From an optimization exercise on the open Yosys and OpenROAD flow, aimed at a short achievable clock period and few clock cycles; shortcuts taken in it are not production practice.
Where RTL was checked, it was by simulation tests only, not by an equivalence proof against the original.
Only the layout flow was run in runs 1 to 3; the RTL was not checked for function there.
No driver is modelled on the clock port, so clocking that relies on it looks cheaper here than on a real chip.
Power figures rest on the tool's default switching activity, not on a simulated workload.

[config.mk]
export PLATFORM = sky130hd
export DESIGN_NAME = rv32i_core
export DESIGN_NICKNAME = rv32i_core
export VERILOG_FILES = /design/flow/design.v
export SDC_FILE = /design/flow/constraint.sdc
export NUM_CORES = 8
export LEC_CHECK = 0
export ABC_CLOCK_PERIOD_IN_PS = 3500
export CAP_MARGIN = 30
export CORE_MARGIN = 2
export CORE_UTILIZATION = 40
export GPL_TIMING_DRIVEN = 1
export SLEW_MARGIN = 20
[constraint.sdc]
create_clock -name core_clock -period 12.0 [get_ports {Clk}]
set_input_delay 2.4000 -clock core_clock [delete_from_list [all_inputs] [get_ports {Clk}]]
set_output_delay 2.4000 -clock core_clock [all_outputs]
set_load 0.01 [all_outputs]
[design.v]
module rv32i_core (
    input  logic Rst,
    input  logic Clk,
    output logic [31:0] imem_addr,
    input  logic [31:0] imem_rdata,
    output logic        dmem_re,
    output logic        dmem_we,
    output logic [1:0]  dmem_size,
    output logic [31:0] dmem_addr,
    output logic [31:0] dmem_wdata,
    input  logic [31:0] dmem_rdata,
    output logic        retire_valid,
    output logic [31:0] retire_pc,
    output logic        retire_we,
    output logic [4:0]  retire_rd,
    output logic [31:0] retire_wdata
);
    localparam int BN   = 8;             
    localparam int TH   = 15;            
    localparam int TW   = TH - 1;
    localparam int GH   = 15;            
    localparam int LW   = 6;             
    localparam logic [LW-1:0] LMAX = '1;
    logic        stall, redirect;
    logic [31:0] pc_f, pcx_f, ia_f;
    logic        first, firstb;
    logic        v_d;
    logic [31:0] ir_d, pc_d;
    logic        pt_d;
    logic [GH:2] ptgt_d;
    logic [31:0] imm_d, timm_d;
    logic        v_e;
    logic [31:0] pc_e, pc4_e, tgt_e;
    logic [GH:2] ptgt_e;
    logic        pt_e;
    logic [31:0] a_e, b_e, sd_e;
    logic        fa_e, fb_e, fs_e, nf_e;
    logic        sub_e, sra_e;
    logic        s_add_e, s_sll_e, s_slt_e, s_sltu_e, s_xor_e, s_srx_e, s_or_e, s_and_e, s_link_e;
    logic        is_br_e, is_jalr_e, is_ld_e, is_st_e, is_ctl_e, we_e;
    logic        c_eq_e, c_lt_e, c_ltu_e, c_inv_e;
    logic        force_tk_e, m_nt_e, sk_e;
    logic [4:0]  rd_e;
    logic [2:0]  f3_e;
    logic        v_m, re_m, st_m, we_m, is_ld_m, upd_m, tk_m, rdr_m, skill_m;
    logic [31:0] pc_m, res_m, reswn_m, addr_m, sd_m, tgt_m, rpn_m, rptn_m;
    logic        jalr_m;
    logic [4:0]  rd_m;
    logic        lb_m, lh_m, ls_m;
    logic [1:0]  sz_m;
    logic        ret_v, ret_we;
    logic [31:0] ret_pc, ret_wd;
    logic [4:0]  ret_rd;
    logic [BN-1:0] btb_v;
    logic [TW-1:0] btb_tag [BN];
    logic [GH:2]   btb_tgt [BN];
    logic [1:0]    btb_ctr [BN];
    logic [LW-1:0] btb_it [BN];
    logic [LW-1:0] btb_trip [BN];
    logic [BN-1:0] btb_cf;
    logic [BN-1:0] btb_p;
    logic [BN-1:0] fm;
    logic          f_hit;
    logic [GH:2]   f_tgt;
    logic [31:0]   pc_f4, pc_next;
    always_comb begin
        f_tgt = '0;
        for (int i = 0; i < BN; i++) begin
            fm[i] = btb_v[i] && (btb_tag[i] == pc_f[TH:2]);
            f_tgt = f_tgt | ({(GH-1){fm[i]}} & btb_tgt[i]);
        end
    end
    assign f_hit = |(fm & btb_p);
    assign pc_f4 = pc_f + 32'd4;
    logic [31:0] pc_slow;
    always_comb begin
        if (rdr_m)      pc_slow = !tk_m ? rpn_m : jalr_m ? ~rptn_m : tgt_m;
        else if (stall) pc_slow = pc_f;
        else if (f_hit) pc_slow = {pc_f[31:GH+1], f_tgt, 2'b00};
        else            pc_slow = pc_f4;
    end
    logic fred_t, fred_n, fred;
    always_comb begin
        if (fred_t)      pc_next = tgt_e;
        else if (fred_n) pc_next = pc4_e;
        else             pc_next = pc_slow;
    end
    always_ff @(posedge Clk or posedge Rst) begin
        if (Rst) first <= 1'b1;
        else     first <= 1'b0;
    end
    always_ff @(posedge Clk or posedge Rst) begin
        if (Rst) firstb <= 1'b0;
        else     firstb <= 1'b1;
    end
    always_ff @(posedge Clk) begin
        ia_f  <= first ? 32'd0 : pc_next;
        pcx_f <= firstb ? pc_next : 32'd0;
    end
    assign pc_f      = pcx_f;
    assign imem_addr = ia_f;
    always_ff @(posedge Clk or posedge Rst) begin
        if (Rst) v_d <= 1'b0;
        else     v_d <= !rdr_m && !fred && !first && (stall ? v_d : 1'b1);
    end
    logic [31:0] pre_imm, pre_timm;
    logic [31:0] q;
    assign q = imem_rdata;
    always_comb begin
        if (q[6:2] == 5'b01000)                            pre_imm = {{20{q[31]}}, q[31:25], q[11:7]};
        else if (q[6:2] == 5'b01101 || q[6:2] == 5'b00101) pre_imm = {q[31:12], 12'b0};
        else                                               pre_imm = {{20{q[31]}}, q[31:20]};
        if (q[6:2] == 5'b11011) pre_timm = {{11{q[31]}}, q[31], q[19:12], q[20], q[30:21], 1'b0};
        else                    pre_timm = {{19{q[31]}}, q[31], q[7], q[30:25], q[11:8], 1'b0};
    end
    always_ff @(posedge Clk) begin
        if (!stall) begin
            ir_d   <= imem_rdata;
            pc_d   <= pc_f;
            pt_d   <= f_hit;
            ptgt_d <= f_tgt;
            imm_d  <= pre_imm;
            timm_d <= pre_timm;
        end
    end
    logic [4:0] op;
    logic [4:0] rd, rs1, rs2;
    logic [2:0] f3;
    logic       i30;
    assign op  = ir_d[6:2];
    assign rd  = ir_d[11:7];
    assign f3  = ir_d[14:12];
    assign rs1 = ir_d[19:15];
    assign rs2 = ir_d[24:20];
    assign i30 = ir_d[30];
    logic is_lui, is_auipc, is_jal, is_jalr, is_br, is_ld, is_st, is_alui, is_alur;
    assign is_lui   = (op == 5'b01101);
    assign is_auipc = (op == 5'b00101);
    assign is_jal   = (op == 5'b11011);
    assign is_jalr  = (op == 5'b11001);
    assign is_br    = (op == 5'b11000);
    assign is_ld    = (op == 5'b00000);
    assign is_st    = (op == 5'b01000);
    assign is_alui  = (op == 5'b00100);
    assign is_alur  = (op == 5'b01100);
    logic writes, use1, use2, use_imm;
    assign writes  = (is_lui | is_auipc | is_jal | is_jalr | is_ld | is_alui | is_alur) && (rd != 5'd0);
    assign use1    = is_jalr | is_br | is_ld | is_st | is_alui | is_alur;
    assign use2    = is_br | is_st | is_alur;
    assign use_imm = ~(is_br | is_alur);
    logic [31:0] imm;
    assign imm = imm_d;
    logic [31:0] rf [32];
    logic [31:0] rv;
    logic [31:0] rf1, rf2, r1, r2;
    assign rf1 = rv[rs1] ? rf[rs1] : 32'd0;
    assign rf2 = rv[rs2] ? rf[rs2] : 32'd0;
    logic [31:0] ld, mv;
    assign mv = is_ld_m ? ld : ~reswn_m;
    always_ff @(posedge Clk) begin
        if (v_m && we_m) rf[rd_m] <= mv;
    end
    always_ff @(posedge Clk or posedge Rst) begin
        if (Rst)              rv <= 32'd0;
        else if (v_m && we_m) rv[rd_m] <= 1'b1;
    end
    logic h1e, h1m, h2e, h2m;
    assign h1e = v_e && !skill_m && we_e && (rd_e == rs1);
    assign h1m = v_m && we_m && (rd_m == rs1);
    assign h2e = v_e && !skill_m && we_e && (rd_e == rs2);
    assign h2m = v_m && we_m && (rd_m == rs2);
    assign r1 = h1m ? mv : rf1;
    assign r2 = h2m ? mv : rf2;
    assign stall = v_d && v_e && is_ld_e && ((use1 && h1e) || (use2 && h2e));
    logic [31:0] tgt_d;
    assign tgt_d  = pc_d + timm_d;
    always_ff @(posedge Clk or posedge Rst) begin
        if (Rst) v_e <= 1'b0;
        else     v_e <= v_d && !stall && !rdr_m && !fred && !fkill;
    end
    always_ff @(posedge Clk) begin
        pc_e   <= pc_d;
        pc4_e  <= pc_d + 32'd4;
        tgt_e  <= tgt_d;
        rd_e   <= rd;
        f3_e   <= f3;
        we_e   <= writes;
        is_br_e   <= is_br;
        is_jalr_e <= is_jalr;
        is_ld_e   <= is_ld;
        is_st_e   <= is_st;
        is_ctl_e  <= is_br | is_jal;
        a_e  <= (use1 && h1e) ? 32'd0 : is_auipc ? pc_d : is_lui ? 32'd0 : r1;
        fa_e <= use1 && h1e;
        nf_e <= !(use1 && h1e) && !(!use_imm && h2e) && !is_jalr;
        b_e  <= use_imm ? imm : h2e ? 32'd0 : r2;
        fb_e <= !use_imm && h2e;
        sd_e <= h2e ? 32'd0 : r2;
        fs_e <= is_st && h2e;
        sub_e    <= (is_alur && f3 == 3'b000 && i30);
        sra_e    <= i30;
        s_add_e  <= !(is_alui | is_alur | is_jal | is_jalr) || ((is_alui | is_alur) && f3 == 3'b000);
        s_sll_e  <= (is_alui | is_alur) && f3 == 3'b001;
        s_slt_e  <= (is_alui | is_alur) && f3 == 3'b010;
        s_sltu_e <= (is_alui | is_alur) && f3 == 3'b011;
        s_xor_e  <= (is_alui | is_alur) && f3 == 3'b100;
        s_srx_e  <= (is_alui | is_alur) && f3 == 3'b101;
        s_or_e   <= (is_alui | is_alur) && f3 == 3'b110;
        s_and_e  <= (is_alui | is_alur) && f3 == 3'b111;
        s_link_e <= is_jal | is_jalr;
        c_eq_e  <= (f3[2] == 1'b0);
        c_lt_e  <= (f3[2:1] == 2'b10);
        c_ltu_e <= (f3[2:1] == 2'b11);
        c_inv_e <= f3[0];
        force_tk_e <= is_jal | is_jalr;
        m_nt_e     <= pt_d;
        sk_e       <= is_br && !pt_d && (timm_d == 32'd8);
        pt_e       <= pt_d && !is_jalr;
        ptgt_e     <= ptgt_d;
    end
    logic [31:0] a, b, sd;
    assign a  = ({32{fa_e}} & res_m) | a_e;
    assign b  = ({32{fb_e}} & res_m) | b_e;
    assign sd = ({32{fs_e}} & res_m) | sd_e;
    logic [32:0] sum33;
    logic [31:0] sum;
    assign sum33 = {a, 1'b1} + {b ^ {32{sub_e}}, sub_e};
    assign sum   = sum33[32:1];
    logic eq, lt, ltu;
    assign eq  = (a == b);
    assign lt  = ($signed(a) < $signed(b));
    assign ltu = (a < b);
    logic [31:0] sll, srx;
    logic [32:0] sr33;
    assign sll  = a << b[4:0];
    assign sr33 = $signed({sra_e & a[31], a}) >>> b[4:0];
    assign srx  = sr33[31:0];
    logic [31:0] alu;
    assign alu = ({32{s_add_e}}  & sum)
               | ({32{s_sll_e}}  & sll)
               | ({32{s_slt_e}}  & {31'd0, lt})
               | ({32{s_sltu_e}} & {31'd0, ltu})
               | ({32{s_xor_e}}  & (a ^ b))
               | ({32{s_srx_e}}  & srx)
               | ({32{s_or_e}}   & (a | b))
               | ({32{s_and_e}}  & (a & b))
               | ({32{s_link_e}} & pc4_e);
    logic taken;
    assign taken = is_br_e ? (((c_eq_e & eq) | (c_lt_e & lt) | (c_ltu_e & ltu)) ^ c_inv_e) : force_tk_e;
    logic ve, skp, tgt_ok, red_t, red_n;
    assign ve       = v_e && !rdr_m && !skill_m;
    assign skp      = sk_e && v_d && !pt_d;
    assign tgt_ok   = pt_e && (tgt_e == {pc_e[31:GH+1], ptgt_e, 2'b00});
    assign red_t    = ve && !tgt_ok && !skp;
    assign red_n    = ve && m_nt_e;
    assign redirect = !nf_e && (taken ? red_t : red_n);
    logic eqf, ltf, ltuf, takenf;
    assign eqf    = (a_e == b_e);
    assign ltf    = ($signed(a_e) < $signed(b_e));
    assign ltuf   = (a_e < b_e);
    assign takenf = is_br_e ? (((c_eq_e & eqf) | (c_lt_e & ltf) | (c_ltu_e & ltuf)) ^ c_inv_e) : force_tk_e;
    assign fred_t = nf_e && takenf && red_t;
    assign fred_n = nf_e && !takenf && red_n;
    assign fred   = fred_t || fred_n;
    logic fkill, skill;
    assign fkill  = nf_e && takenf && ve && skp;
    assign skill  = !nf_e && taken && ve && skp;
    always_ff @(posedge Clk or posedge Rst) begin
        if (Rst) begin
            rdr_m <= 1'b0;
            skill_m <= 1'b0;
            v_m   <= 1'b0;
            re_m  <= 1'b0;
            st_m  <= 1'b0;
        end else begin
            rdr_m <= redirect;
            skill_m <= skill;
            v_m   <= ve;
            re_m  <= ve && is_ld_e;
            st_m  <= ve && is_st_e;
        end
    end
    always_ff @(posedge Clk) begin
        jalr_m  <= is_jalr_e;
        rptn_m  <= ~sum;     
        rpn_m   <= pc4_e;
        pc_m    <= pc_e;
        we_m    <= we_e;
        rd_m    <= rd_e;
        lb_m    <= (f3_e[1:0] == 2'b00);
        lh_m    <= (f3_e[1:0] == 2'b01);
        ls_m    <= !f3_e[2];
        sz_m    <= f3_e[1:0];
        is_ld_m <= is_ld_e;
        res_m   <= alu;
        reswn_m <= ~alu;
        addr_m  <= sum;
        sd_m    <= sd;
        tgt_m   <= tgt_e;
        upd_m   <= ve && is_ctl_e;
        tk_m    <= taken;
    end
    assign dmem_re    = re_m;
    assign dmem_we    = st_m;
    assign dmem_size  = sz_m;
    assign dmem_addr  = addr_m;
    assign dmem_wdata = sd_m;
    always_comb begin
        ld[7:0] = dmem_rdata[7:0];
        if (lb_m)      ld[15:8] = {8{dmem_rdata[7] & ls_m}};
        else           ld[15:8] = dmem_rdata[15:8];
        if (lb_m)      ld[31:16] = {16{dmem_rdata[7] & ls_m}};
        else if (lh_m) ld[31:16] = {16{dmem_rdata[15] & ls_m}};
        else           ld[31:16] = dmem_rdata[31:16];
    end
    logic [BN-1:0] mm;
    logic          m_hit;
    always_comb begin
        for (int i = 0; i < BN; i++) mm[i] = btb_v[i] && (btb_tag[i] == pc_m[TH:2]);
    end
    assign m_hit = |mm;
    logic [1:0]    c_old, c_new;
    logic [LW-1:0] it_old, tr_old, it_new, tr_new;
    logic          cf_new;
    logic cf_old;
    always_comb begin
        c_old = '0; it_old = '0; tr_old = '0; cf_old = 1'b0;
        for (int i = 0; i < BN; i++) begin
            c_old  = c_old  | ({2{mm[i]}} & btb_ctr[i]);
            it_old = it_old | ({LW{mm[i]}} & btb_it[i]);
            tr_old = tr_old | ({LW{mm[i]}} & btb_trip[i]);
            cf_old = cf_old | (mm[i] & btb_cf[i]);
        end
    end
    always_comb begin
        if (!m_hit) begin
            c_new  = 2'b10;
            it_new = 1;
            tr_new = '0;
            cf_new = 1'b0;
        end else if (tk_m) begin
            c_new  = (c_old == 2'b11) ? c_old : c_old + 2'b01;
            it_new = (it_old == LMAX) ? it_old : it_old + 1'b1;
            tr_new = tr_old;
            cf_new = cf_old;
        end else begin
            c_new  = (c_old == 2'b00) ? c_old : c_old - 2'b01;
            it_new = '0;
            tr_new = it_old;
            cf_new = (it_old == tr_old) && (it_old != LMAX);
        end
    end
    logic          bw_en, bw_tk, bw_new, bw_cf;
    logic [BN-1:0] bw_sel;
    logic [BN-1:0] rr;              
    logic [1:0]    bw_c;
    logic [LW-1:0] bw_it, bw_tr;
    logic [GH:2]   bw_tgt;
    logic [TW-1:0] bw_tag;
    always_ff @(posedge Clk or posedge Rst) begin
        if (Rst) bw_en <= 1'b0;
        else     bw_en <= upd_m && (m_hit || tk_m);
    end
    always_ff @(posedge Clk) begin
        bw_tk  <= tk_m;
        bw_new <= !m_hit;
        bw_sel <= m_hit ? mm : rr;
        bw_c   <= c_new;
        bw_it  <= it_new;
        bw_tr  <= tr_new;
        bw_cf  <= cf_new;
        bw_tgt <= tgt_m[GH:2];
    end
    always_ff @(posedge Clk) begin
        if (upd_m) bw_tag <= pc_m[TH:2];
    end
    always_ff @(posedge Clk or posedge Rst) begin
        if (Rst) begin
            btb_v <= '0;
            rr    <= 1;
        end else if (bw_en && bw_tk) begin
            btb_v <= btb_v | bw_sel;
            if (bw_new) rr <= {rr[BN-2:0], rr[BN-1]};
        end
    end
    always_ff @(posedge Clk) begin
        for (int i = 0; i < BN; i++) begin
            if (bw_en && bw_sel[i]) begin
                btb_ctr[i]  <= bw_c;
                btb_it[i]   <= bw_it;
                btb_trip[i] <= bw_tr;
                btb_cf[i]   <= bw_cf;
                btb_p[i]    <= bw_c[1] && !(bw_cf && bw_it == bw_tr);
                if (bw_tk)  btb_tgt[i] <= bw_tgt;
                if (bw_new) btb_tag[i] <= bw_tag;
            end
        end
    end
    always_ff @(posedge Clk or posedge Rst) begin
        if (Rst) ret_v <= 1'b0;
        else     ret_v <= v_m;
    end
    always_ff @(posedge Clk) begin
        ret_pc <= pc_m;
        ret_we <= we_m;
        ret_rd <= rd_m;
        ret_wd <= mv;
    end
    assign retire_valid = ret_v;
    assign retire_pc    = ret_pc;
    assign retire_we    = ret_we;
    assign retire_rd    = ret_rd;
    assign retire_wdata = ret_wd;
endmodule
[flow/run.sh]
#!/bin/bash
set -euo pipefail
export MOVE_PATTERNS='ret_* st_m* re_m* sz_m* sd_m*'
export EXTRA_MARGINS='8.0 8.5 8.5'
bash standard.sh SETUP_SLACK_MARGIN=8.5 TNS_END_PERCENT=100 MATCH_CELL_FOOTPRINT=0 \
  POST_RESIZE_TCL=$PWD/flow/post_rsz.tcl POST_CTS_TCL=$PWD/flow/post_cts_rep.tcl \
  finish > standard_flow.log 2>&1
[flow/post_cts_rep.tcl]
# More rounds of setup repair after clock tree synthesis, aiming at rising
# margins.
foreach m $::env(EXTRA_MARGINS) {
  repair_timing -setup -setup_margin $m -repair_tns 100 -verbose
  detailed_placement
  estimate_parasitics -placement
}
report_worst_slack -max
[flow/post_rsz.tcl]
# Move each flip-flop that drives only an output port's buffer, and whose name
# matches one of MOVE_PATTERNS, next to that buffer (detailed placement then
# legalizes it).
set block [ord::get_db_block]
set moved 0
foreach port [get_ports -filter "direction == output"] {
  set pnet [get_nets [get_full_name $port]]
  foreach drv [get_pins -of_objects $pnet -filter "direction == output"] {
    set buf [get_cells -of_objects $drv]
    set bin [get_pins -of_objects $buf -filter "direction == input"]
    set inet [get_nets -of_objects $bin]
    if {[llength [get_pins -of_objects $inet]] != 2} { continue }
    foreach d2 [get_pins -of_objects $inet -filter "direction == output"] {
      set ff [get_cells -of_objects $d2]
      if {[llength [get_pins -of_objects $ff -filter "name == CLK"]] != 1} { continue }
      set name [get_full_name $ff]
      set hit 0
      foreach pat $::env(MOVE_PATTERNS) { if {[string match $pat $name]} { set hit 1 } }
      if {!$hit} { continue }
      set bi [sta::sta_to_db_inst $buf]
      set fi [sta::sta_to_db_inst $ff]
      lassign [$bi getLocation] x y
      $fi setLocation $x $y
      incr moved
    }
  }
}
puts "post_rsz: moved $moved output flip-flops next to their port buffers"
estimate_parasitics -placement
[standard.sh]
#!/bin/bash
# synth_recipe.tcl (not shown) runs the flow's synth.tcl, then flattens the netlist and writes it again
# the make line also repeats each setting of config.mk as NAME=value (left out here)
make -C /OpenROAD-flow-scripts/flow DESIGN_CONFIG=/design/flow/config.mk WORK_HOME=/design/flow/orfs CLKGATE_MAP_FILE= SYNTH_SCRIPT=/design/flow/synth_recipe.tcl "${@:-finish}"
==> results of run 1 <==
[cell type report]
type | instances | share of cell area [%]
flip-flops and latches | 2259 | 49.49
clock buffers | 316 | 5.372
diodes | 28 | 0.05697
repair buffers | 645 | 5.389
multi-input cells | 4084 | 34.11
repair inverters | 8 | 0.04273
inverters | 240 | 0.9349
clock inverters | 125 | 1.188
well taps | 3366 | 3.424
[kinds of logic after synthesis]
kind of cell	share of synthesized area [%]
flip-flops	59.57
AO/OA/AOI/OAI	7.825
adder cells (fa/ha/maj)	2.438
XOR/XNOR	3.729
multiplexers	16.55
other	0.007377
AND/OR/NAND/NOR	7.180
buffers and inverters	2.701
[stage by stage]
step           cell area, µm²  worst slack [ns]  utilization [%]  std cells  total power, mW
2_1_floorplan          102400             8.277                -       6990            10.49
3_3_place_gp           108500             6.877            42.77      10316            11.54
3_5_place_dp           108800             6.885            42.88      10334            11.58
5_1_grt                123000             8.084            48.47      11064            20.15
6_report               123000             8.149            48.48      11071            19.61
[how the worst min path moves through the flow]
stage	endpoint	slack [ns]	cells past startpoint
3_5_place_dp	ret_pc[20]$_DFF_P_	0.31	0
6_report	pc_m[11]$_DFF_P_	0.30	0
5_1_grt	pc_m[11]$_DFF_P_	0.31	0
3_3_place_gp	jalr_m$_DFF_P_	0.31	0
2_1_floorplan	jalr_m$_DFF_P_	0.31	0
[state kept, by name (all words and copies together), names as in the netlist, 48 cells and up, named ones only]
register / flops
btb_it: 48
btb_tag: 112
btb_tgt: 112
btb_trip: 48
rf: 1024
[per-layer routing]
metal  global-route usage (%)  routed length (µm)  share of wire [%]
met5                        0                  44              0.012
met4                    15.07               22440                6.2
met3                    5.640               32780                9.0
met2                    42.60              167000                 46
met1                    35.78              140900                 39
[worst max-delay path, cell delays in order (launching register included)]
cell                       delay [ns]
sky130_fd_sc_hd__dfxtp_4         0.40
sky130_fd_sc_hd__buf_12          0.15
sky130_fd_sc_hd__buf_8           0.12
sky130_fd_sc_hd__a21o_4          0.24
sky130_fd_sc_hd__inv_6           0.08
sky130_fd_sc_hd__xnor2_4         0.11
sky130_fd_sc_hd__ha_4            0.23
sky130_fd_sc_hd__o211ai_1        0.21
sky130_fd_sc_hd__o211ai_1        0.11
sky130_fd_sc_hd__buf_4           0.17
sky130_fd_sc_hd__a311oi_4        0.28
sky130_fd_sc_hd__o311ai_2        0.15
sky130_fd_sc_hd__a31o_2          0.32
sky130_fd_sc_hd__o21ai_4         0.20
sky130_fd_sc_hd__o211a_1         0.20
sky130_fd_sc_hd__nor2_4          0.06
sky130_fd_sc_hd__mux2i_4         0.23
sky130_fd_sc_hd__or4_4           0.44
[placed cells by master, fill, tap and decap left out, drive strengths merged, types with 63 or more instances in the layout]
cell type / count
clkbuf: 342
a22oi: 79
dfxtp: 689
a21oi: 321
a21o: 132
nor2: 315
o21ai: 191
nand2: 415
mux4: 661
o211ai: 73
mux2i: 177
ha: 196
nor3: 94
nand3: 110
o31ai: 63
buf: 556
clkinv: 89
xnor2: 382
inv: 240
nand4: 114
edfxtp: 1511
[where the power goes]
group | leakage, nW | internal (mW) | switching, mW
combinational | 19.2 | 1.12 | 1.68
clock | 3.95 | 4.33 | 3.23
sequential | 20.6 | 8.87 | 0.370
==> flow_results.org, run 1 <==
** Run status
- The run finished with no timing, DRC or antenna violations.

** STA
- Relative slew margins :: approximately 25%
- The worst path uses between 30% and 40% of the clock period.
- Final max-slew violation count :: 0
- Setup repair after global routing could not meet its margin everywhere.
- Across all hold checks on the routed design, the worst slack comes to about 0.30 ns.
- Maximum clock rate :: between 200 and 300 MHz
- The final hold violation count was 0.
- Setup violations remaining at the end of the flow were counted as 0.
- Accumulated negative setup slack :: 0 ns
- Clock period minus final worst setup slack :: 3.851 ns
- The clock arrives with between 0.09 and 0.1 ns of skew.
- For the pin with the worst max-slew slack, the measured transition is between 1 and 1.5 ns.

** Synth
- Share of synthesized flip-flops with an asynchronous set or reset :: roughly 2.6%
- Cell area after synthesis :: between 0.1 and 0.15 mm²
- Synthesis produced a netlist whose cell count is 6,990.
- Share of the yosys chip area belonging to registers :: roughly 60%
- In the post-synthesis netlist, the biggest area contributors are sky130_fd_sc_hd__edfxtp_1 45%, sky130_fd_sc_hd__mux4_2 15%, sky130_fd_sc_hd__dfxtp_1 14%.
- Register bit count reported by yosys :: 2,259
- Top-area cell type share of the netlist area :: between 40 and 50%
- Counting flops with a built-in enable in the synthesized netlist gives between 1,500 and 2,000.
- Number of nets produced by synthesis :: 7,253
- Number of warnings reported in the yosys synthesis log :: 6
- Summed over all instances, the cell type with the most area after synthesis is sky130_fd_sc_hd__edfxtp_1.
- Most common cell in the synthesized netlist :: sky130_fd_sc_hd__edfxtp_1
- Most frequent cells after synthesis :: 1,511 x sky130_fd_sc_hd__edfxtp_1, 689 x sky130_fd_sc_hd__dfxtp_1, 661 x sky130_fd_sc_hd__mux4_2
- After synthesis, the netlist uses 110 different library cells.
- For this run, the leading register cell type out of synthesis is sky130_fd_sc_hd__edfxtp_1.
- Mean instance size in the synthesized netlist :: 14.56 µm²

** Clocking
- TritonCTS built the clock tree.
- Latest clock arrival within the worst-skew pair :: approximately 0.92 ns
- CTS clk-pin slew, worst paths :: ~0.06 ns
- Number of clock sinks seen by CTS :: roughly 2,300

** Placement
- During placement, the flow inserted port buffers numbering 234.
- HPWL after detailed placement :: 223,700 µm
- Routability congestion estimate from global placement :: roughly 0.96

** GRT
- Entering global routing, the biggest net connects between 100 and 150 pins.
- The first global-routing pass estimated about 500,000 µm of wire.
- Total routing usage reported by global routing :: between 20% and 30%
- The initial antenna violation count is 45.
- Via count of the first global-routing pass :: between 60,000 and 70,000
- The total overflow left after global routing is 0.

** Min path
- Start point of the worst min-delay path :: pc_e[11]$_DFF_P_
- In this run the worst hold path is classified as register to register.

** Power
- Dividing total power by cell area gives a power density of 159.4 mW/mm².
- VDD sags by at most 0.0001634 V.
- Static Leakage :: between 40 and 50 nW

** Detailed routing
- WL per Instance :: approximately 33 µm
- In the routed design, unresolved DRC markers number 0.
- Count of routing violations after the opening detailed-route iteration :: between 8,000 and 9,000
- Number of vias in the routed layout :: just under 70,000
- The final layout contains routed wiring with a total length of 363,200 µm.
- Before antenna repair, the detailed router went through 8 iterations.
- Detail-routed via count per cell :: approximately 6
- Once detail routing completed, the nets flagged for antenna violations numbered 0.

** Critical path
- Worst reg2reg endpoint :: res_m[24]$_DFF_P_
- In this run the worst setup path terminates at res_m[24]$_DFF_P_.
- Startpoint class of the critical path :: register
- STA puts the critical path data required time at ~13 ns.
- The critical path in this run is classified as register to register.
- Of all nets on the critical path, the largest fanout is 4.
- CP Launch Point :: fb_e$_DFF_P_
- Data on the critical path arrives at its endpoint at around 4.6 ns.
- Startpoint of the worst-slack reg-to-reg timing path :: fb_e$_DFF_P_
- The worst setup path is captured at a register.
- R2R cell count :: 17
- R2R Setup Slk :: 8.15 ns

** Floorplan
- The die covers 0.2586 mm².
- The core region is about 0.25 mm².
- Top-level I/O count :: 237
- The die is between 500 and 600 µm wide.
- Row generation in the floorplan step produced between 150 and 200 rows.
- Die height :: just over 500 µm
- Effective utilization at floorplan :: around 40%

** Job
- Number of maximum-capacitance constraint violations :: 0

** Finish
- # nets final :: ~7,700
- Layout overhead on the synthesized area :: 20.81%
- Layout filler cell count :: ~22,000
- Area used by multi-input combinational logic :: approximately 0.042 mm²
- Register area :: approximately 0.061 mm²
- The post-route netlist has between 30% and 40% of its cells at a drive strength greater than 1.
==> run 2, diff against run 1 <==
--- a/design.v
+++ b/design.v
@@ -227,8 +227,24 @@
     assign sum33 = {a, 1'b1} + {b ^ {32{sub_e}}, sub_e};
     assign sum   = sum33[32:1];
+    logic eqf, ltf, ltuf;
+    assign eqf  = (a_e == b_e);
+    assign ltf  = ($signed(a_e) < $signed(b_e));
+    assign ltuf = (a_e < b_e);
+    logic eq10, lt10, ltu10, eq01, lt01, ltu01;
+    assign eq10  = (res_m == b_e);
+    assign lt10  = ($signed(res_m) < $signed(b_e));
+    assign ltu10 = (res_m < b_e);
+    assign eq01  = (a_e == res_m);
+    assign lt01  = ($signed(a_e) < $signed(res_m));
+    assign ltu01 = (a_e < res_m);
+    logic c00, c10, c01, c11;
+    assign c00 = !fa_e && !fb_e;
+    assign c10 =  fa_e && !fb_e;
+    assign c01 = !fa_e &&  fb_e;
+    assign c11 =  fa_e &&  fb_e;
     logic eq, lt, ltu;
-    assign eq  = (a == b);
-    assign lt  = ($signed(a) < $signed(b));
-    assign ltu = (a < b);
+    assign eq  = (c00 & eqf)  | (c10 & eq10)  | (c01 & eq01) | c11;
+    assign lt  = (c00 & ltf)  | (c10 & lt10)  | (c01 & lt01);
+    assign ltu = (c00 & ltuf) | (c10 & ltu10) | (c01 & ltu01);
     logic [31:0] sll, srx;
     logic [32:0] sr33;
@@ -255,8 +271,5 @@
     assign red_n    = ve && m_nt_e;
     assign redirect = !nf_e && (taken ? red_t : red_n);
-    logic eqf, ltf, ltuf, takenf;
-    assign eqf    = (a_e == b_e);
-    assign ltf    = ($signed(a_e) < $signed(b_e));
-    assign ltuf   = (a_e < b_e);
+    logic takenf;
     assign takenf = is_br_e ? (((c_eq_e & eqf) | (c_lt_e & ltf) | (c_ltu_e & ltuf)) ^ c_inv_e) : force_tk_e;
     assign fred_t = nf_e && takenf && red_t;
==> run 2 against run 1 <==
  * Register-to-register slack barely moved
  * Sequential power is 1% higher
  * Global-route usage rose by 0.27 points
  * Total power rose by 1.6%
  * Critical path type unchanged
  * Critical endpoint is now res_m[31]$_DFF_P_
==> flow_results.org, run 2 <==
** Power
- The power density normalized to cell area was 160.9 mW/mm² (was 159.4 mW/mm²).
- The largest voltage drop on the vdd net was 0.0001736 V (was 0.0001634 V).
- The leakage power of the design is 44.52 nW (was 43.76 nW).

** STA
- Final max-slew violation count :: 0 (unchanged)
- Tightest Pin Transition :: 1.132 ns (was 1.126 ns)
- Relative slew margins :: 23.72% (was 24.91%)
- The final setup TNS was 0 ns (unchanged).
- The time the final worst path needs with I/O delays and setup came to 3.854 ns (was 3.851 ns).
- Maximum clock rate :: 259.5 MHz (was 259.7 MHz)
- Setup repair after global routing missed its margin :: true (unchanged)
- Number of endpoints with negative hold slack in the final report :: 0 (unchanged)
- Share of the clock period used by the worst path after layout :: 32.12% (was 32.09%)
- The post-route worst setup slack came to 8.146 ns (was 8.149 ns).
- Final setup fails :: 0 (unchanged)
- Max Clock Skew :: 0.1097 ns (was 0.09012 ns)

** Synth
- Mean instance size in the synthesized netlist :: 14.38 µm² (was 14.56 µm²)
- The number of enable-type register cells in the synthesized netlist came to 1,511 (unchanged).
- Cell area after synthesis :: 0.1021 mm² (was 0.1018 mm²)
- Post-synth top area cell :: sky130_fd_sc_hd__edfxtp_1 (unchanged)
- Number of nets produced by synthesis :: 7,397 (was 7,253)
- Register bit count reported by yosys :: 2,259 (unchanged)
- The compound-cell area share of the yosys netlist was 7.820% (was 7.825%).
- The fraction of post-synthesis cell area in the top cell type by area is 44.44% (was 44.57%).
- Adder-Cell Fraction of Synth Area :: 2.848% (was 2.438%)
- Number of warnings reported in the yosys synthesis log :: 6 (unchanged)
- Most frequent cells after synthesis :: 1,511 x sky130_fd_sc_hd__edfxtp_1, 689 x sky130_fd_sc_hd__dfxtp_1, 663 x sky130_fd_sc_hd__mux4_2 (was 1,511 x sky130_fd_sc_hd__edfxtp_1, 689 x sky130_fd_sc_hd__dfxtp_1, 661 x sky130_fd_sc_hd__mux4_2)
- The combinational family with the most area after synthesis was multiplexers (unchanged).
- Primary flip-flop cell chosen by synthesis mapping :: sky130_fd_sc_hd__edfxtp_1 (unchanged)
- Post-synthesis instance total :: 7,100 (was 6,990)
- Post-synthesis mux area share :: 16.65% (was 16.55%)
- Fraction of synthesized cell area in xor and xnor cells :: 3.714% (was 3.729%)
- Post-synth cell types :: 91 (was 110)
- Cell types with the largest area share after synthesis: sky130_fd_sc_hd__edfxtp_1 44%, sky130_fd_sc_hd__mux4_2 15%, sky130_fd_sc_hd__dfxtp_1 14% (was sky130_fd_sc_hd__edfxtp_1 45%, sky130_fd_sc_hd__mux4_2 15%, sky130_fd_sc_hd__dfxtp_1 14%).
- Share of the yosys chip area belonging to registers :: 59.39% (was 59.57%)
- The fraction of synthesis flops using an asynchronous set or reset pin is 2.612% (unchanged).
- The simple-gate share of the synthesized area came to 6.950% (was 7.180%).
- Most common cell in the synthesized netlist :: sky130_fd_sc_hd__edfxtp_1 (unchanged)

** Detailed routing
- Detailed Route WL :: 366,100 µm (was 363,200 µm)
- The via density per instance is 6.096 (was 6.102).
- WL per Instance :: 32.77 µm (was 32.81 µm)
- The post-detailed-route DRC marker count was 0 (unchanged).
- Length of the first detailed-routing pass in iterations :: 8 (unchanged)
- The DRC marker count from the first detailed-route iteration was 8,379 (was 8,498).
- The total number of vias came to 68,087 (was 67,551).
- The post-detailed-route count of antenna-violating nets was 0 (unchanged).

** GRT
- Remaining global-route overflow :: 0 (unchanged)
- Number of antenna violations at the first check in global routing :: 33 (was 45)
- The total global-route track usage is 27.60% (was 27.34%).
- The global-route wire length before repair is 506,400 µm (was 499,800 µm).
- The maximum number of pins on one net before global-route repair came to 125 (was 112).
- The number of global-route vias before repair was 66,425 (was 65,840).

** Floorplan
- Die area :: 0.2593 mm² (was 0.2586 mm²)
- Effective utilization at floorplan :: 40.21% (was 40.13%)
- The die outline width came to 509.2 µm (was 508.5 µm).
- Top-level I/O count :: 237 (unchanged)
- The y dimension of the die is 509.2 µm (was 508.5 µm).
- Total number of placement rows :: 185 (unchanged)
- Core Region :: 0.2539 mm² (was 0.2537 mm²)

** Clocking
- Number of clock sinks seen by CTS :: 2,259 (unchanged)
- Clock tree from TritonCTS :: yes (unchanged)
- The clock network latency to the later pin of the worst-skew pair is 0.93 ns (was 0.92 ns).
- CTS clk-pin slew, worst paths :: 0.06 ns (about the same)

** Min path
- The class of the tightest hold or removal check is register to register (unchanged).
- Start point of the worst min-delay path :: ptgt_d[10]$_DFFE_PN_ (was pc_e[11]$_DFF_P_)

** Critical path
- Largest driver fanout on the critical path :: 6 (was 4)
- The critical path launch point type is a register (unchanged).
- The worst path required time is 12.78 ns (was 12.77 ns).
- The critical setup path kind was register to register (unchanged).
- The kind of end point of the critical path is a register (unchanged).
- The data arrival time at the worst-slack endpoint is 4.64 ns (was 4.62 ns).
- The start point of the critical path was fb_e$_DFF_P_ (unchanged).
- The critical register-to-register path startpoint is fb_e$_DFF_P_ (unchanged).

** Finish
- Layout overhead on the synthesized area :: 21.24% (was 20.81%)
- Final Core Density :: 48.75% (was 48.48%)
- Largest registers ranked by flip-flop count: rf (1024), btb_tag (112), btb_tgt (112) (unchanged).
- Fraction of final layout cells with drive strength greater than 1 :: 30.66% (was 30.36%)
- Commonest non-fill, non-tap cells in the layout :: 1,511 x sky130_fd_sc_hd__edfxtp_1, 663 x sky130_fd_sc_hd__mux4_2, 496 x sky130_fd_sc_hd__dfxtp_1 (was 1,511 x sky130_fd_sc_hd__edfxtp_1, 661 x sky130_fd_sc_hd__mux4_2, 547 x sky130_fd_sc_hd__dfxtp_1)
- Number of flip-flops in the largest register :: 1,024 (unchanged)
- Register with the most flip-flops :: rf (unchanged)
- Post-route cell area :: 0.1238 mm² (was 0.1230 mm²)
- The most frequent standard cell in the layout excluding fill and tap cells is sky130_fd_sc_hd__edfxtp_1 (unchanged).
- # nets final :: 7,876 (was 7,735)

** Placement
- Count of input and output buffers :: 234 (unchanged)
- The minimum setup slack after placement was 6.750 ns (was 6.885 ns).
- Routability congestion estimate from global placement :: 1.001 (was 0.9554)
- The cell area after placement came to 0.1094 mm² (was 0.1088 mm²).
- HPWL after detailed placement :: 229,800 µm (was 223,700 µm)

** Job
- Number of maximum-capacitance constraint violations :: 0 (unchanged)

** Run status
- Run status :: no timing/DRC/antenna violations (unchanged)
==> run 2: cell types whose count changed in the layout (fill, tap and decap cells not counted), moves of 14 or more <==
cell                       before  now
sky130_fd_sc_hd__ha_1         167  198
sky130_fd_sc_hd__o21ai_2        7   22
sky130_fd_sc_hd__dfxtp_1      547  496
sky130_fd_sc_hd__dfxtp_4       16   46
sky130_fd_sc_hd__mux2i_1      148  162
sky130_fd_sc_hd__xor2_1        40   61
sky130_fd_sc_hd__a21oi_1      202  223
sky130_fd_sc_hd__dfxtp_2      126  147
sky130_fd_sc_hd__nor3b_1       23   39
sky130_fd_sc_hd__a21o_1       123  170
sky130_fd_sc_hd__o21bai_1      35   10
sky130_fd_sc_hd__o21ai_0      158  123
sky130_fd_sc_hd__or3b_2        17    2
==> run 2: layout make-up <==
type | instances | area, µm²
fill | 21531 | 130100
sequential | 2259 | 61000
multi-input combinational | 4179 | 42630
clock buffer | 329 | 6878
timing repair buffer | 649 | 6615
tap | 3366 | 4212
clock inverter | 117 | 1280
inverter | 252 | 1126
antenna | 18 | 45.04
timing repair inverter | 1 | 5.005
==> run 2: critical path, stage by stage (launching register included) <==
cell and delay [ns]:
sky130_fd_sc_hd__dfxtp_4 0.36, sky130_fd_sc_hd__buf_12 0.14, sky130_fd_sc_hd__clkinv_8 0.07, sky130_fd_sc_hd__buf_12 0.13
sky130_fd_sc_hd__o21ai_4 0.24, sky130_fd_sc_hd__inv_4 0.09, sky130_fd_sc_hd__xnor2_4 0.14, sky130_fd_sc_hd__ha_4 0.33
sky130_fd_sc_hd__nand2_4 0.06, sky130_fd_sc_hd__o41ai_4 0.43, sky130_fd_sc_hd__a21oi_2 0.14, sky130_fd_sc_hd__a211oi_4 0.36
sky130_fd_sc_hd__o21ai_4 0.15, sky130_fd_sc_hd__a21boi_4 0.26, sky130_fd_sc_hd__o2111ai_4 0.18, sky130_fd_sc_hd__mux2i_2 0.23
sky130_fd_sc_hd__or3_1 0.40
==> run 2: path summary, 6_finish.rpt <==
kind                                              to  cells after the start  slack [ns]
worst max-delay path               res_m[31]$_DFF_P_                     16        8.15
worst min-delay path              ptgt_e[10]$_DFF_P_                      0        0.32
worst max register to register     res_m[31]$_DFF_P_                     16        8.15
worst min register to register    ptgt_e[10]$_DFF_P_                      0        0.32
max in group asynchronous         rv[15]$_DFFE_PP0P_                      4        9.41
min in group asynchronous       btb_v[7]$_DFFE_PP0P_                      3        1.91
==> run 2: metal layers <==
metal / vias to the layer above / part of all wire (%) / global-route usage, %
li1: 28470 / - / -
met1: 35324 / 40 / 37.35
met2: 3585 / 46 / 43.53
met3: 704 / 8.6 / 4.659
met4: 4 / 5.3 / 12.87
met5: - / 0.0063 / 0
==> run 2: kinds of logic (layout without fill, tap and decap cells) <==
family / count (synthesis) / after routing
flip-flops: 2259 / 2259
AND/OR/NAND/NOR: 1432 / 1435
AO/OA/AOI/OAI: 1195 / 1210
multiplexers: 867 / 867
buffers and inverters: 680 / 1348
XOR/XNOR: 433 / 433
adder cells (fa/ha/maj): 232 / 232
other: 2 / 20
==> run 2: report_power, final <==
group | internal (mW) | switching [mW]
sequential | 8.90 | 0.429
combinational | 1.19 | 1.83
clock | 4.33 | 3.24
total | 14.4 | 5.49
==> run 2: stage by stage <==
stage	cells	hold slack, ns	total power [mW]
global placement	10414	0.3100	11.82
global route	11160	0.3278	20.49
finish	11170	0.3226	19.91
detailed placement	10435	0.3121	11.88
floorplan	7100	0.3096	10.64
==> run 3, diff against run 2 <==
==> flow/run.sh (replaced) <==
#!/bin/bash
set -euo pipefail
export MOVE_PATTERNS='ret_* st_m* re_m* sz_m* sd_m*'
bash standard.sh SETUP_SLACK_MARGIN=8.5 TNS_END_PERCENT=100 MATCH_CELL_FOOTPRINT=0 \
  POST_RESIZE_TCL=$PWD/flow/post_rsz.tcl finish > standard_flow.log 2>&1
removed: flow/post_cts_rep.tcl
==> run 3 against run 2 <==
  * Core utilization shrank 0.075 points
  * First-iteration DRC count shrank 2.6%
  * Still clean on timing, DRC and antenna
  * Worst hold slack lost 0.00060 ns
  * Non-clock buffer count shrank 9
  * Worst setup slack lost 0.038 ns
  * Final cell count is essentially flat
  * Largest power group unchanged
  * Critical endpoint unchanged
  * Critical path type unchanged
  * Total power shrank 0.20%
==> flow_results.org, run 3 <==
** Placement
- Routability congestion estimate from global placement :: 1.001 (unchanged)
- Count of input and output buffers :: 234 (unchanged)
- HPWL after detailed placement :: 229,800 µm (unchanged)

** Critical path
- Largest delay contributor family on the critical path :: compound AO/OA/AOI/OAI gates (unchanged)
- Startpoint of the worst-slack reg-to-reg timing path :: fb_e$_DFF_P_ (unchanged)
- Arrival @ worst endpoint :: 4.67 ns (was 4.64 ns)
- The worst stage delay on the critical path is 0.42 ns (was 0.43 ns).
- Worst path required time :: 12.78 ns (about the same)
- CP max stage cell :: sky130_fd_sc_hd__o41ai_4 (unchanged)
- Critical setup path kind :: register to register (unchanged)
- The number of buffers and inverters on the critical path is 4 (unchanged).
- The critical path launch point type is a register (unchanged).
- Cell type with the highest occurrence count on the critical path :: sky130_fd_sc_hd__o21ai_4
- The start point of the critical path was fb_e$_DFF_P_ (unchanged).
- Cell-by-cell trace of the critical path :: buf_12 -> clkinv_8 -> o21ai_4 -> inv_4 -> buf_12 -> xnor2_4 -> ha_4 -> o21ai_4 -> o41ai_4 -> a21oi_2 -> a211oi_4 -> o21ai_4 -> a21boi_4 -> o2111ai_4 -> mux2i_4 -> or3_1 (was buf_12 -> clkinv_8 -> buf_12 -> o21ai_4 -> inv_4 -> xnor2_4 -> ha_4 -> nand2_4 -> o41ai_4 -> a21oi_2 -> a211oi_4 -> o21ai_4 -> a21boi_4 -> o2111ai_4 -> mux2i_2 -> or3_1)
- The highest fanout seen on the critical path was 6 (unchanged).
- The kind of end point of the critical path is a register (unchanged).

** Floorplan
- The y dimension of the die came to 509.2 µm (unchanged).
- The die outline width was 509.2 µm (unchanged).
- The area of the die is 0.2593 mm² (unchanged).
- The count of pins on the block boundary was 237 (unchanged).
- The starting density of the core is 40.21% (unchanged).
- Core Region :: 0.2539 mm² (unchanged)
- The number of core rows is 185 (unchanged).

** Min path
- The class of the tightest hold or removal check is register to register (unchanged).
- The startpoint of the lowest-slack hold path is ptgt_d[10]$_DFFE_PN_ (unchanged).

** Synth
- Cell area after synthesis :: 0.1021 mm² (unchanged)
- The post-synthesis sequential area ratio was 59.39% (unchanged).
- The count of synthesis-stage warnings from yosys was 6 (unchanged).
- The primary flip-flop cell chosen by synthesis mapping is sky130_fd_sc_hd__edfxtp_1 (unchanged).
- Post-synthesis instance total :: 7,100 (unchanged)
- Post-synth cell types :: 91 (unchanged)
- Cell types with the largest area share after synthesis: sky130_fd_sc_hd__edfxtp_1 44%, sky130_fd_sc_hd__mux4_2 15%, sky130_fd_sc_hd__dfxtp_1 14% (unchanged).
- The most common cell in the synthesized netlist was sky130_fd_sc_hd__edfxtp_1 (unchanged).
- The cell type with the largest total area after synthesis is sky130_fd_sc_hd__edfxtp_1 (unchanged).
- Most frequent cells after synthesis :: 1,511 x sky130_fd_sc_hd__edfxtp_1, 689 x sky130_fd_sc_hd__dfxtp_1, 663 x sky130_fd_sc_hd__mux4_2 (unchanged)
- Share of synthesized flip-flops with an asynchronous set or reset :: 2.612% (unchanged)
- Mean instance size in the synthesized netlist :: 14.38 µm² (unchanged)
- The fraction of post-synthesis cell area in the top cell type by area was 44.44% (unchanged).
- Post-synth EDFFs :: 1,511 (unchanged)
- Register bit count reported by yosys :: 2,259 (unchanged)
- Number of nets produced by synthesis :: 7,397 (unchanged)

** Detailed routing
- Length of the first detailed-routing pass in iterations :: 8 (unchanged)
- Post-route ant nets :: 0 (unchanged)
- The total number of vias is 67,949 (was 68,087).
- Count of routing violations after the opening detailed-route iteration :: 8,161 (was 8,379)
- The final wirelength came to 367,000 µm (was 366,100 µm).
- Post-route DRC violation count :: 0 (unchanged)
- WL per Instance :: 32.89 µm (was 32.77 µm)
- The via density per instance came to 6.089 (was 6.096).

** GRT
- Met1 Use GR :: 37.21% (was 37.35%)
- The total global-route track usage was 27.42% (was 27.60%).
- Remaining global-route overflow :: 0 (unchanged)
- The maximum number of pins on one net before global-route repair is 125 (unchanged).
- The global-route wire length before repair came to 503,300 µm (was 506,400 µm).
- Via count of the first global-routing pass :: 65,940 (was 66,425)
- Met3 track demand over resource :: 4.547% (was 4.659%)
- The most crowded layer after global routing is met2 (unchanged).
- Met2 Usage GRT :: 43.35% (was 43.53%)
- Number of antenna violations at the first check in global routing :: 32 (was 33)

** Power
- The largest voltage drop on the vdd net is 0.0001723 V (was 0.0001736 V).
- Power Density :: 160.8 mW/mm² (was 160.9 mW/mm²)
- The leakage power of the design came to 44.46 nW (was 44.52 nW).

** Finish
- The number of flip-flops in the largest register came to 1,024 (unchanged).
- Leading cell type in the layout, fill and taps excluded :: sky130_fd_sc_hd__edfxtp_1 (unchanged)
- Largest registers ranked by flip-flop count :: rf (1024), btb_tag (112), btb_tgt (112) (unchanged)
- The synthesis-to-finish area growth was 21.06% (was 21.24%).
- The layout net count was 7,868 (was 7,876).
- The register bank with the most flops is rf (unchanged).
- Commonest non-fill, non-tap cells in the layout: 1,511 x sky130_fd_sc_hd__edfxtp_1, 663 x sky130_fd_sc_hd__mux4_2, 507 x sky130_fd_sc_hd__dfxtp_1 (was 1,511 x sky130_fd_sc_hd__edfxtp_1, 663 x sky130_fd_sc_hd__mux4_2, 496 x sky130_fd_sc_hd__dfxtp_1).
- Fraction of final layout cells with drive strength greater than 1 :: 30.33% (was 30.66%)

** STA
- Max Clock Skew :: 0.1119 ns (was 0.1097 ns)
- The time the final worst path needs with I/O delays and setup is 3.891 ns (was 3.854 ns).
- Relative slew margins :: 18.10% (was 23.72%)
- The highest achievable clock rate is 257.0 MHz (was 259.5 MHz).
- Tightest Pin Transition :: 1.220 ns (was 1.132 ns)
- Final max-slew violation count :: 0 (unchanged)
- The final hold violation count was 0 (unchanged).
- Hold slack final :: 0.3220 ns (was 0.3226 ns)
- Final setup fails :: 0 (unchanged)
- The final setup TNS was 0 ns (unchanged).
- Setup repair after global routing missed its margin :: true (unchanged)
- Share of the clock period used by the worst path after layout :: 32.43% (was 32.12%)

** Job
- The number of maximum-capacitance violations is 0 (unchanged).

** Clocking
- Number of buffers inserted for hold repair after clock tree synthesis :: 0
- The longest clock path from root to sink contains 3 buffers.
- The TritonCTS clock tree was yes (unchanged).
- The clock transition at the registers of the reported paths came to 0.06 ns (about the same).
- Number of clock sinks seen by CTS :: 2,259 (unchanged)
- CTS H-tree depth :: 4
- The clock network latency to the later pin of the worst-skew pair was 0.92 ns (was 0.93 ns).
- Root buffer selected by CTS :: sky130_fd_sc_hd__clkbuf_16
- Counting the buffers created by CTS gives about 240.

** Run status
- Run status :: no timing/DRC/antenna violations (unchanged)
==> run 3: cell counts after synthesis <==
Identical to the previous run, type by type.
==> run 3: what timing repair did <==
item                       in CTS  in global routing
pin swaps                      90                105
gates resized for setup      1161                405
cloned                         25                 15
setup buffers                 123                 93
setup endpoints to repair    1171                428
==> run 3: worst reg2reg max path: cells and delay by family, from the launching register on <==
kind	cells	cell delay (ns)
fa+ha+maj	1	0.31
buf+inv	4	0.45
compound gates	8	1.84
mux	1	0.26
flops	1	0.36
simple gates	1	0.40
xor+xnor	1	0.15
==> run 3: final timing paths <==
path | to | cells past startpoint | slack [ns]
setup reg to reg | res_m[31]$_DFF_P_ | 16 | 8.11
max in group asynchronous | rv[15]$_DFFE_PP0P_ | 4 | 9.41
hold reg to reg | ptgt_e[10]$_DFF_P_ | 0 | 0.32
min in group asynchronous | btb_v[7]$_DFFE_PP0P_ | 3 | 1.91
hold / removal | ptgt_e[10]$_DFF_P_ | 0 | 0.32
setup / recovery | res_m[31]$_DFF_P_ | 16 | 8.11
==> run 3: power breakdown <==
group / internal, mW / switching [mW]
registers: 8.90 / 0.432
logic: 1.16 / 1.82
clock network: 4.33 / 3.24
total: 14.4 / 5.49
==> run 3: final cells by class <==
| cell class | instances | area [µm²] |
|---|---|---|
| Fill cell | 21563 | 130300 |
| Inverter | 252 | 1120 |
| Timing Repair inverter | 2 | 10.01 |
| Clock inverter | 117 | 1280 |
| Antenna cell | 16 | 40.04 |
| Tap cell | 3366 | 4212 |
| Clock buffer | 329 | 6878 |
| Sequential cell | 2259 | 60980 |
| Timing Repair Buffer | 640 | 6511 |
| Multi-Input combinational cell | 4179 | 42580 |
==> run 3: routing by layer <==
| layer | share of wire (%) | wire length, µm |
|---|---|---|
| met5 | 0.0035 | 13 |
| met4 | 5.1 | 18760 |
| met3 | 8.7 | 31980 |
| met2 | 47 | 171300 |
| met1 | 39 | 144900 |
==> run 3: cells by family after synthesis <==
| logic type | Yosys count | share of synthesized area [%] |
|---|---|---|
| adder cells (fa/ha/maj) | 232 | 2.848 |
| multiplexers | 867 | 16.65 |
| AND/OR/NAND/NOR | 1432 | 6.950 |
| buffers and inverters | 680 | 2.613 |
| other | 2 | 0.007355 |
| AO/OA/AOI/OAI | 1195 | 7.820 |
| flip-flops | 2259 | 59.39 |
| XOR/XNOR | 433 | 3.714 |
==> run 3: per-stage QoR <==
step           power, mW  std cells  setup slack, ns  area [µm²]  util, %
3_3_place_gp       11.82      10414            6.845      109100    42.95
6_report           19.88      11160            8.109      123600    48.68
5_1_grt            20.45      11152            8.033      123600    48.67
3_5_place_dp       11.88      10435            6.750      109400    43.07
4_1_cts            19.68      11029            8.164      120700    47.55
2_1_floorplan      10.64       7100            7.720      102700        -
==> run 4, diff against run 3 <==
--- a/design.v
+++ b/design.v
@@ -36,4 +36,5 @@
     logic [31:0] a_e, b_e, sd_e;
     logic        fa_e, fb_e, fs_e, nf_e;
+    logic        fan_e, fbn_e;       
     logic        sub_e, sra_e;
     logic        s_add_e, s_sll_e, s_slt_e, s_sltu_e, s_xor_e, s_srx_e, s_or_e, s_and_e, s_link_e;
@@ -193,7 +194,9 @@
         a_e  <= (use1 && h1e) ? 32'd0 : is_auipc ? pc_d : is_lui ? 32'd0 : r1;
         fa_e <= use1 && h1e;
+        fan_e <= !(use1 && h1e);
         nf_e <= !(use1 && h1e) && !(!use_imm && h2e) && !is_jalr;
         b_e  <= use_imm ? imm : h2e ? 32'd0 : r2;
         fb_e <= !use_imm && h2e;
+        fbn_e <= !(!use_imm && h2e);
         sd_e <= h2e ? 32'd0 : r2;
         fs_e <= is_st && h2e;
@@ -225,5 +228,8 @@
     logic [32:0] sum33;
     logic [31:0] sum;
-    assign sum33 = {a, 1'b1} + {b ^ {32{sub_e}}, sub_e};
+    logic [31:0] aa, ba;
+    assign aa    = ({32{!fan_e}} & res_m) | a_e;
+    assign ba    = ({32{!fbn_e}} & res_m) | b_e;
+    assign sum33 = {aa, 1'b1} + {ba ^ {32{sub_e}}, sub_e};
     assign sum   = sum33[32:1];
     logic eqf, ltf, ltuf;
==> run 4 against run 3 <==
  * Largest cell class unchanged
  * Clock power fell by 0.8%
  * Die area rose by 0.41%
  * Via count rose by 1.2%
  * Highest routed layer unchanged
  * First-iteration DRC count rose by 2.3%
  * Still clean
  * Final cell count did not move
  * Global-route usage barely moved
  * Routed wire length fell by 0.45%
  * Sequential power barely moved
  * Clock-buffer cell count fell by 12
  * Fmax rose by 3.2%
  * Critical path type is now register to primary output
  * Non-clock buffer count fell by 78
==> flow_results.org, run 4 <==
** GRT
- The total global-route track usage came to 27.44% (was 27.42%).
- The maximum number of pins on one net before global-route repair is 75 (was 125).
- The initial antenna violation count came to 43 (was 32).
- The global-route wire length before repair was 506,000 µm (was 503,300 µm).
- The number of global-route vias before repair came to 66,921 (was 65,940).
- The final global-route overflow total came to 0 (unchanged).

** STA
- The final setup TNS came to 0 ns (unchanged).
- The final worst-path cycle share was 31.41% (was 32.43%).
- The time the final worst path needs with I/O delays and setup was 3.770 ns (was 3.891 ns).
- The worst clock skew is 0.1163 ns (was 0.1119 ns).
- The highest achievable clock rate is 265.3 MHz (was 257.0 MHz).
- Setup repair after global routing missed its margin :: true (unchanged)
- The post-route worst setup slack was 8.230 ns (was 8.109 ns).
- Number of endpoints with negative hold slack in the final report :: 0 (unchanged)
- The hold slack came to 0.2554 ns (was 0.3220 ns).
- The relative slew slack came to 31.25% (was 18.10%).
- The transition time of the tightest slew-check pin was 1.028 ns (was 1.220 ns).
- Final setup fails :: 0 (unchanged)
- Final max-slew violation count :: 0 (unchanged)

** Clocking
- Maximum number of buffers from clock root to sink :: 3 (unchanged)
- The CTS sink count was 2,261 (was 2,259).
- The total clock buffers created by CTS is 232 (was 237).
- Latest clock arrival within the worst-skew pair :: 0.92 ns (about the same)
- The TritonCTS clock tree was yes (unchanged).
- The CTS root buffer is sky130_fd_sc_hd__clkbuf_16 (unchanged).
- CTS H-tree depth :: 4 (unchanged)
- CTS clk-pin slew, worst paths :: 0.06 ns (about the same)

** Synth
- Top-area cell type share of the netlist area :: 44.25% (was 44.44%)
- Share of the yosys chip area belonging to registers :: 59.19% (was 59.39%)
- The number of nets in the synthesized netlist is 7,474 (was 7,397).
- The number of enable-type register cells in the synthesized netlist is 1,511 (unchanged).
- The number of synthesized register bits is 2,261 (was 2,259).
- Number of warnings reported in the yosys synthesis log :: 6 (unchanged)
- Mean instance size in the synthesized netlist :: 14.29 µm² (was 14.38 µm²)
- The primary flip-flop cell chosen by synthesis mapping is sky130_fd_sc_hd__edfxtp_1 (unchanged).
- The most common cell in the synthesized netlist is sky130_fd_sc_hd__edfxtp_1 (unchanged).
- The fraction of synthesis flops using an asynchronous set or reset pin was 2.609% (was 2.612%).
- The synthesized netlist cell count is 7,177 (was 7,100).
- Cell area after synthesis :: 0.1025 mm² (was 0.1021 mm²)
- Cell types with the largest area share after synthesis: sky130_fd_sc_hd__edfxtp_1 44%, sky130_fd_sc_hd__mux4_2 15%, sky130_fd_sc_hd__dfxtp_1 13% (was sky130_fd_sc_hd__edfxtp_1 44%, sky130_fd_sc_hd__mux4_2 15%, sky130_fd_sc_hd__dfxtp_1 14%).
- Most frequent cells after synthesis :: 1,511 x sky130_fd_sc_hd__edfxtp_1, 691 x sky130_fd_sc_hd__dfxtp_1, 661 x sky130_fd_sc_hd__mux4_2 (was 1,511 x sky130_fd_sc_hd__edfxtp_1, 689 x sky130_fd_sc_hd__dfxtp_1, 663 x sky130_fd_sc_hd__mux4_2)
- The number of distinct library cell variants in the gate-level netlist after synthesis was 99 (was 91).
- Post-synth top area cell :: sky130_fd_sc_hd__edfxtp_1 (unchanged)

** Critical path
- Startpoint of the worst-slack reg-to-reg timing path :: fbn_e$_DFF_P_ (was fb_e$_DFF_P_)
- Worst path required time :: 9.60 ns (was 12.78 ns)
- R2R cell count :: 17 (was 16)
- The dominant delay contributor by cell family on the critical path is flip-flops (was compound AO/OA/AOI/OAI gates).
- The kind of end point of the critical path is a primary output (was register).
- The highest fanout seen on the critical path was 1 (was 6).
- R2R Setup Slk :: 8.27 ns (was 8.11 ns)
- The cell with the largest stage delay on the worst path is sky130_fd_sc_hd__dfxtp_1 (was sky130_fd_sc_hd__o41ai_4).
- Startpoint class of the critical path :: register (unchanged)
- Cell-by-cell trace of the critical path: buf_2 (was buf_12 -> clkinv_8 -> o21ai_4 -> inv_4 -> buf_12 -> xnor2_4 -> ha_4 -> o21ai_4 -> o41ai_4 -> a21oi_2 -> a211oi_4 -> o21ai_4 -> a21boi_4 -> o2111ai_4 -> mux2i_4 -> or3_1).
- Arrival @ worst endpoint :: 1.37 ns (was 4.67 ns)
- The destination of the worst register-to-register timing path is rptn_m[25]$_DFF_P_ (was res_m[31]$_DFF_P_).
- Buffers plus inverters on the worst setup path :: 1 (was 4)
- The worst stage delay on the critical path came to 0.32 ns (was 0.42 ns).
- Critical setup path kind :: register to primary output (was register to register)

** Finish
- The register bank with the most flops was rf (unchanged).
- The number of flip-flops in the largest register was 1,024 (unchanged).
- The final core area utilization is 48.20% (was 48.68%).
- Fraction of final layout cells with drive strength greater than 1 :: 29.14% (was 30.33%)
- Layout overhead on the synthesized area :: 19.59% (was 21.06%)
- Largest registers ranked by flip-flop count: rf (1024), btb_tag (112), btb_tgt (112) (unchanged).
- Commonest non-fill, non-tap cells in the layout: 1,511 x sky130_fd_sc_hd__edfxtp_1, 661 x sky130_fd_sc_hd__mux4_2, 519 x sky130_fd_sc_hd__dfxtp_1 (was 1,511 x sky130_fd_sc_hd__edfxtp_1, 663 x sky130_fd_sc_hd__mux4_2, 507 x sky130_fd_sc_hd__dfxtp_1).
- Layout filler cell count :: 21,691 (was 21,563)
- Leading cell type in the layout, fill and taps excluded :: sky130_fd_sc_hd__edfxtp_1 (unchanged)
- # nets final :: 7,861 (was 7,868)

** Power
- The overall power was 19.55 mW (was 19.88 mW).
- Switching share of power :: 27.37% (was 27.62%)
- The largest voltage drop on the vdd net came to 0.0001684 V (was 0.0001723 V).
- The power density normalized to cell area is 159.4 mW/mm² (was 160.8 mW/mm²).
- Clock share of power :: 38.4% (was 38.1%)
- Switching power summed over all nets :: 5.349 mW (was 5.489 mW)
- Power share of the sequential group :: 47.6% (was 46.9%)
- Internal power summed over all cells :: 14.20 mW (was 14.39 mW)
- Combinational power share :: 14.0% (was 15.0%)
- The leakage power of the design was 43.61 nW (was 44.46 nW).

** Detailed routing
- Detail-routed via count per cell :: 6.163 (was 6.089)
- The total number of vias is 68,782 (was 67,949).
- The post-detailed-route DRC marker count was 0 (unchanged).
- The length of the first detailed-routing pass in iterations is 6 (was 8).
- The final wirelength was 365,400 µm (was 367,000 µm).
- The post-detailed-route count of antenna-violating nets was 0 (unchanged).
- The DRC marker count from the first detailed-route iteration came to 8,348 (was 8,161).
- WL per Instance :: 32.74 µm (was 32.89 µm)

** Floorplan
- The die outline width was 510.3 µm (was 509.2 µm).
- Total number of placement rows :: 185 (unchanged)
- Effective utilization at floorplan :: 40.30% (was 40.21%)
- The area of the die came to 0.2604 mm² (was 0.2593 mm²).
- The core box area is 0.2544 mm² (was 0.2539 mm²).
- Die height :: 510.3 µm (was 509.2 µm)
- Top-level I/O count :: 237 (unchanged)

** Placement
- The final weighted congestion of routability-driven global placement is 0.9558 (was 1.001).
- The minimum setup slack after placement was 6.807 ns (was 6.750 ns).
- The number of buffers inserted by port buffering came to 234 (unchanged).
- The half-perimeter wire length of the detailed placement result was 229,400 µm (was 229,800 µm).

** Job
- Number of maximum-capacitance constraint violations :: 0 (unchanged)

** Run status
- Run status: no timing/DRC/antenna violations (unchanged).

** Min path
- The depth of the worst hold-timing path is 0 (unchanged).
- The startpoint of the lowest-slack hold path is pc_m[29]$_DFF_P_ (was ptgt_d[10]$_DFFE_PN_).
- Path class of the lowest-slack min-delay path :: register to register (unchanged)
- Terminating pin of the worst hold path :: ret_pc[29]$_DFF_P_ (was ptgt_e[10]$_DFF_P_)
-- run 4: how the worst max path moves through the flow --
stage | start | endpoint | slack, ns | cells past startpoint
after global routing | ret_pc[7]$_DFF_P_ | retire_pc[7] | 8.18 | 1
after floorplan | imem_rdata[4] | timm_d[11]$_DFFE_PN_ | 8.36 | 4
final | ia_f[27]$_SDFF_PP0_ | imem_addr[27] | 8.23 | 1
after global placement | dmem_rdata[15] | b_e[16]$_DFF_P_ | 6.89 | 7
after CTS | ret_pc[6]$_DFF_P_ | retire_pc[6] | 8.18 | 1
after detailed placement | dmem_rdata[15] | b_e[16]$_DFF_P_ | 6.81 | 7
-- run 4: metrics by stage --
step | instance area (µm²) | instances
finish | 122600 | 11160
global route | 122600 | 11147
CTS | 120100 | 11076
detailed placement | 109500 | 10504
global placement | 109300 | 10489
floorplan | 102800 | 7177
-- run 4: metal layers --
metal  wire length, µm  track usage [%]
met1            142700            36.58
met2            172000            43.71
met3             31890            4.903
met4             18710            12.62
met5                13                0
-- run 4: layout make-up --
| class | instances | area, µm² | share of cell area, % |
|---|---|---|---|
| tap | 3366 | 4212 | 3.435 |
| timing repair inverter | 1 | 7.507 | 0.006123 |
| multi-input combinational | 4233 | 42630 | 34.77 |
| antenna | 19 | 47.55 | 0.03878 |
| sequential | 2261 | 60950 | 49.71 |
| timing repair buffer | 562 | 5608 | 4.574 |
| clock inverter | 128 | 1499 | 1.223 |
| inverter | 273 | 1111 | 0.9062 |
| clock buffer | 317 | 6546 | 5.339 |
-- run 4: cells by family (layout without fill, tap and decap cells) --
group,count (synthesis),count (layout),share of synthesized area (%)
AOI/OAI and AO/OA,1311,1327,8.636
xor gates and xnor gates,419,419,3.579
adders and majority gates,232,232,2.836
buffers and inverters,700,1281,2.659
DFF,2261,2261,59.19
muxes,849,849,16.39
other,2,21,0.007325
and+or+nand+nor,1403,1404,6.700
-- run 4: timing repair --
| action | CTS | global route |
|---|---|---|
| hold buffers | 0 | 0 |
| gates cloned | 31 | 7 |
| setup endpoints to repair | 1183 | 364 |
| pin swaps | 72 | 118 |
| resized for setup | 1020 | 399 |
| buffers inserted | 96 | 46 |
-- run 4: power by group through the flow --
stage          Clock [mW]  Combinational [mW]  Sequential, mW
6_report             7.51                2.74            9.30
5_1_grt              7.92                2.90            9.31
4_1_cts              7.61                2.56            9.26
3_5_place_dp            0                2.38            9.39
3_3_place_gp            0                2.33            9.40
2_1_floorplan           0                1.39            9.22
Testbench counts of run 4, summed over its fixed seeds: cycles 838,294.

afterwards: timing with drivers on the ports:
The results above use ideal ports. As a check the final layouts listed here were re-extracted and re-timed, cells and wires unchanged. Step 1 sets driving cells, clkbuf_16 on the clock port and buf_2 on the other inputs (assumed; they add their load-dependent delay and slew). Step 2 adds t to the input delays and takes it off the output delays; t is the mean of the earliest and latest rising clock arrival at the registers after step 1. Input paths then give back, and output paths get back, about the clock's delay inside the block. Three values: ideal ports, drivers, drivers and shift; two values: the first two.
run	shift t [ns]	setup WS [ns]	hold slack, ns	clock arrival spread, ns	slew at the worst register clock pin (ns)
run 1	0.966	8.149 / 8.119 / 7.515	0.300 / 0.300 / 0.300	0.093 / 0.093	0.09 / 0.09
run 2	0.967	8.146 / 8.133 / 7.535	0.323 / 0.323 / 0.323	0.119 / 0.119	0.08 / 0.08
run 3	0.964	8.109 / 8.109 / 7.552	0.322 / 0.322 / 0.322	0.123 / 0.122	0.07 / 0.07
run 4	0.960	8.230 / 8.147 / 7.572	0.255 / 0.255 / 0.255	0.146 / 0.146	0.07 / 0.07
After both steps setup and hold are still met in every run listed. The setup slack of run 4, which loses most, moves by -0.083 ns with the drivers and by -0.658 ns with both steps.
